From an optimization exercise on the open Yosys and OpenROAD flow, aimed at a short achievable clock period and few clock cycles; shortcuts taken in it are not production practice.
Function was checked by simulation only, so behaviour that the tests miss may differ from the original.
Power figures rest on the tool's default switching activity, not on a simulated workload.

==> v36: inputs <==
// microprocessor
module microprocessor(
  input             clk,
  input             sys_rst,
  input      [15:0] din,
  output     [15:0] dout,
  output     [15:0] imem_addr,
  input      [31:0] imem_data,
  output     [15:0] dmem_addr,
  output            dmem_we,
  input      [15:0] dmem_rdata,
  output            halted
);
==> flow/config.mk <==
export PLATFORM = sky130hd
export DESIGN_NAME = microprocessor
export DESIGN_NICKNAME = microprocessor
export VERILOG_FILES = /design/flow/design.v
export SDC_FILE = /design/flow/constraint.sdc
export NUM_CORES = 4
export LEC_CHECK = 0
export CAP_MARGIN = 20
export CORE_MARGIN = 2
export CORE_UTILIZATION = 35
export CTS_CLUSTER_DIAMETER = 120
export CTS_CLUSTER_SIZE = 25
export SLEW_MARGIN = 20
==> flow/constraint.sdc <==
create_clock -name core_clock -period 30.0 [get_ports {clk}]
set_input_delay 6.0000 -clock core_clock [delete_from_list [all_inputs] [get_ports {clk}]]
set_output_delay 6.0000 -clock core_clock [all_outputs]
set_load 0.01 [all_outputs]
standard.sh (not shown) runs the stock make flow with config.mk's settings and CLKGATE_MAP_FILE= SYNTH_SCRIPT=/design/flow/synth_recipe.tcl, a recipe that flattens the netlist after the stock synthesis.
==> flow/flow/run.sh <==
#!/bin/bash
# The standard flow (standard.sh: ORFS with the standard flow's config.mk and SDC,
# unchanged), asking the timing repair steps for extra setup slack so that
# they keep shortening paths well below the 30 ns clock. The clock, the
# constraints and the synthesis are the standard ones.
set -o pipefail
bash standard.sh SETUP_SLACK_MARGIN=23 TNS_END_PERCENT=100 finish > standard.log 2>&1
==> inputs of v12, as changes to v36 <==
--- a/flow/design.v
+++ b/flow/design.v
@@ -246,15 +246,15 @@
 wire yd_z = |(seldy & GZ);
 wire [15:0] y_src2 = y_im ? y_isrc : y_gpr2;
 wire m_hz = m_v & ((uses_rs1 & (rs1 == m_rd)) | (uses_rs2 & (rs2 == m_rd)) | (rd == m_rd) |
                    (IR_f & (IR_frd == m_rd)) |
                    (op == OP_MOVSGPR) | (op == OP_HALT) | (op == OP_JS) | (op == OP_JNS));
 wire d_hz = d_busy & ((uses_rs1 & (rs1 == d_rd)) | (uses_rs2 & (rs2 == d_rd)) |
                       (rd == d_rd) | (IR_f & (IR_frd == d_rd)) | (op == OP_DIV) | (op == OP_HALT));
-wire sb_hz = ((op_store | (IR2_v & y_store) | (op == OP_HALT)) & sb_v & ~dwe_r) | (op_ld & dwe_r);
+wire sb_hz = ((op_store | (IR2_v & y_store)) & sb_v & ~dwe_r) | (op_ld & dwe_r);
 wire y_hz = IR2_v & ((m_v & ((y_uses1 & (y_rs1 == m_rd)) | (y_uses2 & (y_rs2 == m_rd)) |
                              (y_rd == m_rd) | (y_op == OP_MOVSGPR))) |
                      (d_busy & ((y_uses1 & (y_rs1 == d_rd)) | (y_uses2 & (y_rs2 == d_rd)) |
                                 (y_rd == d_rd))));
 wire ex_stall    = m_hz | d_hz | sb_hz | y_hz;
 wire ex_complete = ex_valid & ~ex_stall;
 wire [15:0] addb = op_sub ? ~src2 : src2;
@@ -430,15 +430,15 @@
   pt_known = 1'b0;
   for (pb2 = 0; pb2 < NP; pb2 = pb2 + 1)
     if (pt_v[pb2] && pt_key[pb2] == pv_pc) pt_known = 1'b1;
 end
 wire pt_fill = ex_complete & ~IR2_v & ~IR_f & p_alu & ps_ok & p_first & ~p_dep &
                (pv_pc == IR_pc - 16'd1) & ~pt_known;
 wire f_ld = (f_op == OP_LD);
-wire next_ld = advance ? f_ld : op_ld;
+wire next_ld = redirect ? 1'b0 : advance ? f_ld : op_ld;
 wire [15:0] next_ld_addr = advance ? imem_data[15:0] : isrc;
 wire        st_y   = IR2_v & y_store;
 wire        st_new = ex_complete & (op_store | st_y);
 wire        sbn_v    = st_new | (sb_v & ~dwe_r);
 wire [15:0] sbn_addr = ~st_new ? sb_addr : st_y ? y_isrc : isrc;
 wire [15:0] sbn_data = ~st_new ? sb_data :
                        st_y ? ((y_op == OP_STD) ? din : y_src1) :
@@ -461,19 +461,16 @@
 integer c;
 always @(*) begin
   d_c0 = 2'd0;
   for (c = 1; c < 4; c = c + 1)
     if (gek[c]) d_c0 = c;
   d_init = {16'd0, src1} << (12 - 4 * d_c0);
 end
-wire [15:0] pc_fold = IR_fpred ? IR_pc + (IR2_v ? 16'd3 : 16'd2) : IR_ftgt;
-wire [15:0] pc_adv  = bt_hit ? (bt_take ? bt_tgt[bt_idx] : f_base + 16'd1) : f_base;
-wire [15:0] pc_early = redirect_j ? (ex_cond ? isrc : IR_pc + 16'd1) : advance ? pc_adv : PC;
-wire        f_sel   = advance & ~redirect_j & ~bt_hit & ~pt_hit;
-wire [15:0] pc_d    = redirect_f ? pc_fold : (f_sel & f_taken) ? imem_data[15:0] : pc_early;
+wire [15:0] pc_next = bt_hit ? (bt_take ? bt_tgt[bt_idx] : f_base + 16'd1) :
+                      (f_taken & ~pt_hit) ? imem_data[15:0] : f_base;
 integer i;
 always @(posedge clk) begin
   if (sys_rst) begin
     PC       <= 16'd0;
     PC_o     <= 16'd0;
     IR_v     <= 1'b0;
     halted_r <= 1'b0;
@@ -490,21 +487,27 @@
     bt_ptr   <= 2'd0;
     pt_ptr   <= 3'd0;
     for (i = 0; i < NB; i = i + 1)
       bt_v[i] <= 1'b0;
     for (i = 0; i < NP; i = i + 1)
       pt_v[i] <= 1'b0;
   end else begin
-    PC <= pc_d;
-    if (~halted_r)
-      PC_o <= pc_d;
-    if (redirect)
+    if (redirect) begin
+      PC   <= redirect_pc;
       IR_v <= 1'b0;
-    else if (advance)
+    end else if (advance) begin
+      PC   <= pc_next;
       IR_v <= 1'b1;
+    end
+    if (~halted_r) begin
+      if (redirect)
+        PC_o <= redirect_pc;
+      else if (advance)
+        PC_o <= pc_next;
+    end
     if (ex_complete & (op == OP_HALT))
       halted_r <= 1'b1;
     if (ex_complete) begin
       pv_ok <= (IR2_v | foldable) & ~IR_f;
       ps_ok <= ~IR2_v & ~IR_f;
     end
     if (bt_fill) begin
CORE_UTILIZATION = 30   (was 35)
CTS_CLUSTER_DIAMETER = default   (was 120)
CTS_CLUSTER_SIZE = default   (was 25)
==> inputs of v35, as changes to v36 <==
CORE_UTILIZATION = 30   (was 35)
CTS_CLUSTER_DIAMETER = default   (was 120)
CTS_CLUSTER_SIZE = default   (was 25)
==> impl_results.md <==
* Sequential power share at 0.366
* Post-Syn Area at 140,300 um2
* Outcome: finished clean
* Area growth from synthesis to layout at 17.68%
* Skew-Pair Late Insertion Delay at 1.09 ns
# the run above: v35

==> impl_results.md <==
* Final ANT Viol Nets at 0
* Mux cell area share after synthesis at 0.02760
* Outcome: finished clean
* WHS at 0.5102 ns
* Core area at 399,100 um2
* Skew-Pair Late Insertion Delay at 0.98 ns
* Sequential power share at 0.431
* Post-Syn Area at 140,300 um2
* Area growth from synthesis to layout at 12.40%
* Largest area class, layout: multi-input gates
# the run above: v36

==> impl_results.md <==
* Post-Syn Area at 143,800 um2
* Worst R2R Setup Slack at 22.19 ns
* Core area at 478,000 um2
* Sequential power share at 0.371
* Outcome: finished clean
* Skew-Pair Late Insertion Delay at 1.03 ns
* Final wirelength at 961.1 mm
* Area growth from synthesis to layout at 17.20%
* Reg clk slew, reported paths at 0.07 ns
* Beginning of the worst register-to-register path: sel2[28]
# the run above: v12

Testbench counts of v36, summed over its fixed seeds: cycles 34,585.
Testbench counts of v12, summed over its fixed seeds: cycles 34,585.
Testbench counts of v35, summed over its fixed seeds: cycles 34,585.

## port drivers added, routing unchanged
Ports are ideal in the flow. The routed layouts listed here were re-timed in OpenROAD. Step 1 sets driving cells, clkbuf_16 on the clock port and buf_2 on the other inputs (assumed; they add their load-dependent delay and slew). Step 2 times the ports against the registers' clock, not the clock port: input delays grow and output delays shrink by t, the midpoint of the rising clock arrivals with the driver on. a / b / c = no drivers / after step 1 / after step 2; a / b = the first two.
| run | t (ns) | setup slack, ns | hold slack, ns | worst slew at a driven data input, ns |
|---|---|---|---|---|
| v36 | 1.057 | 22.504 / 22.374 / 21.747 | 0.510 / 0.510 / 0.510 | 0.09 |
| v12 | 1.094 | 22.192 / 22.192 / 21.315 | 0.465 / 0.465 / 0.465 | 0.21 |
| v35 | 1.141 | 22.474 / 22.342 / 21.658 | 0.456 / 0.456 / 0.456 | 0.17 |
After both steps setup and hold are still met in every run listed. For v12, which loses most, drivers alone change the setup slack by 0.000 ns; drivers and shift together by -0.877 ns.
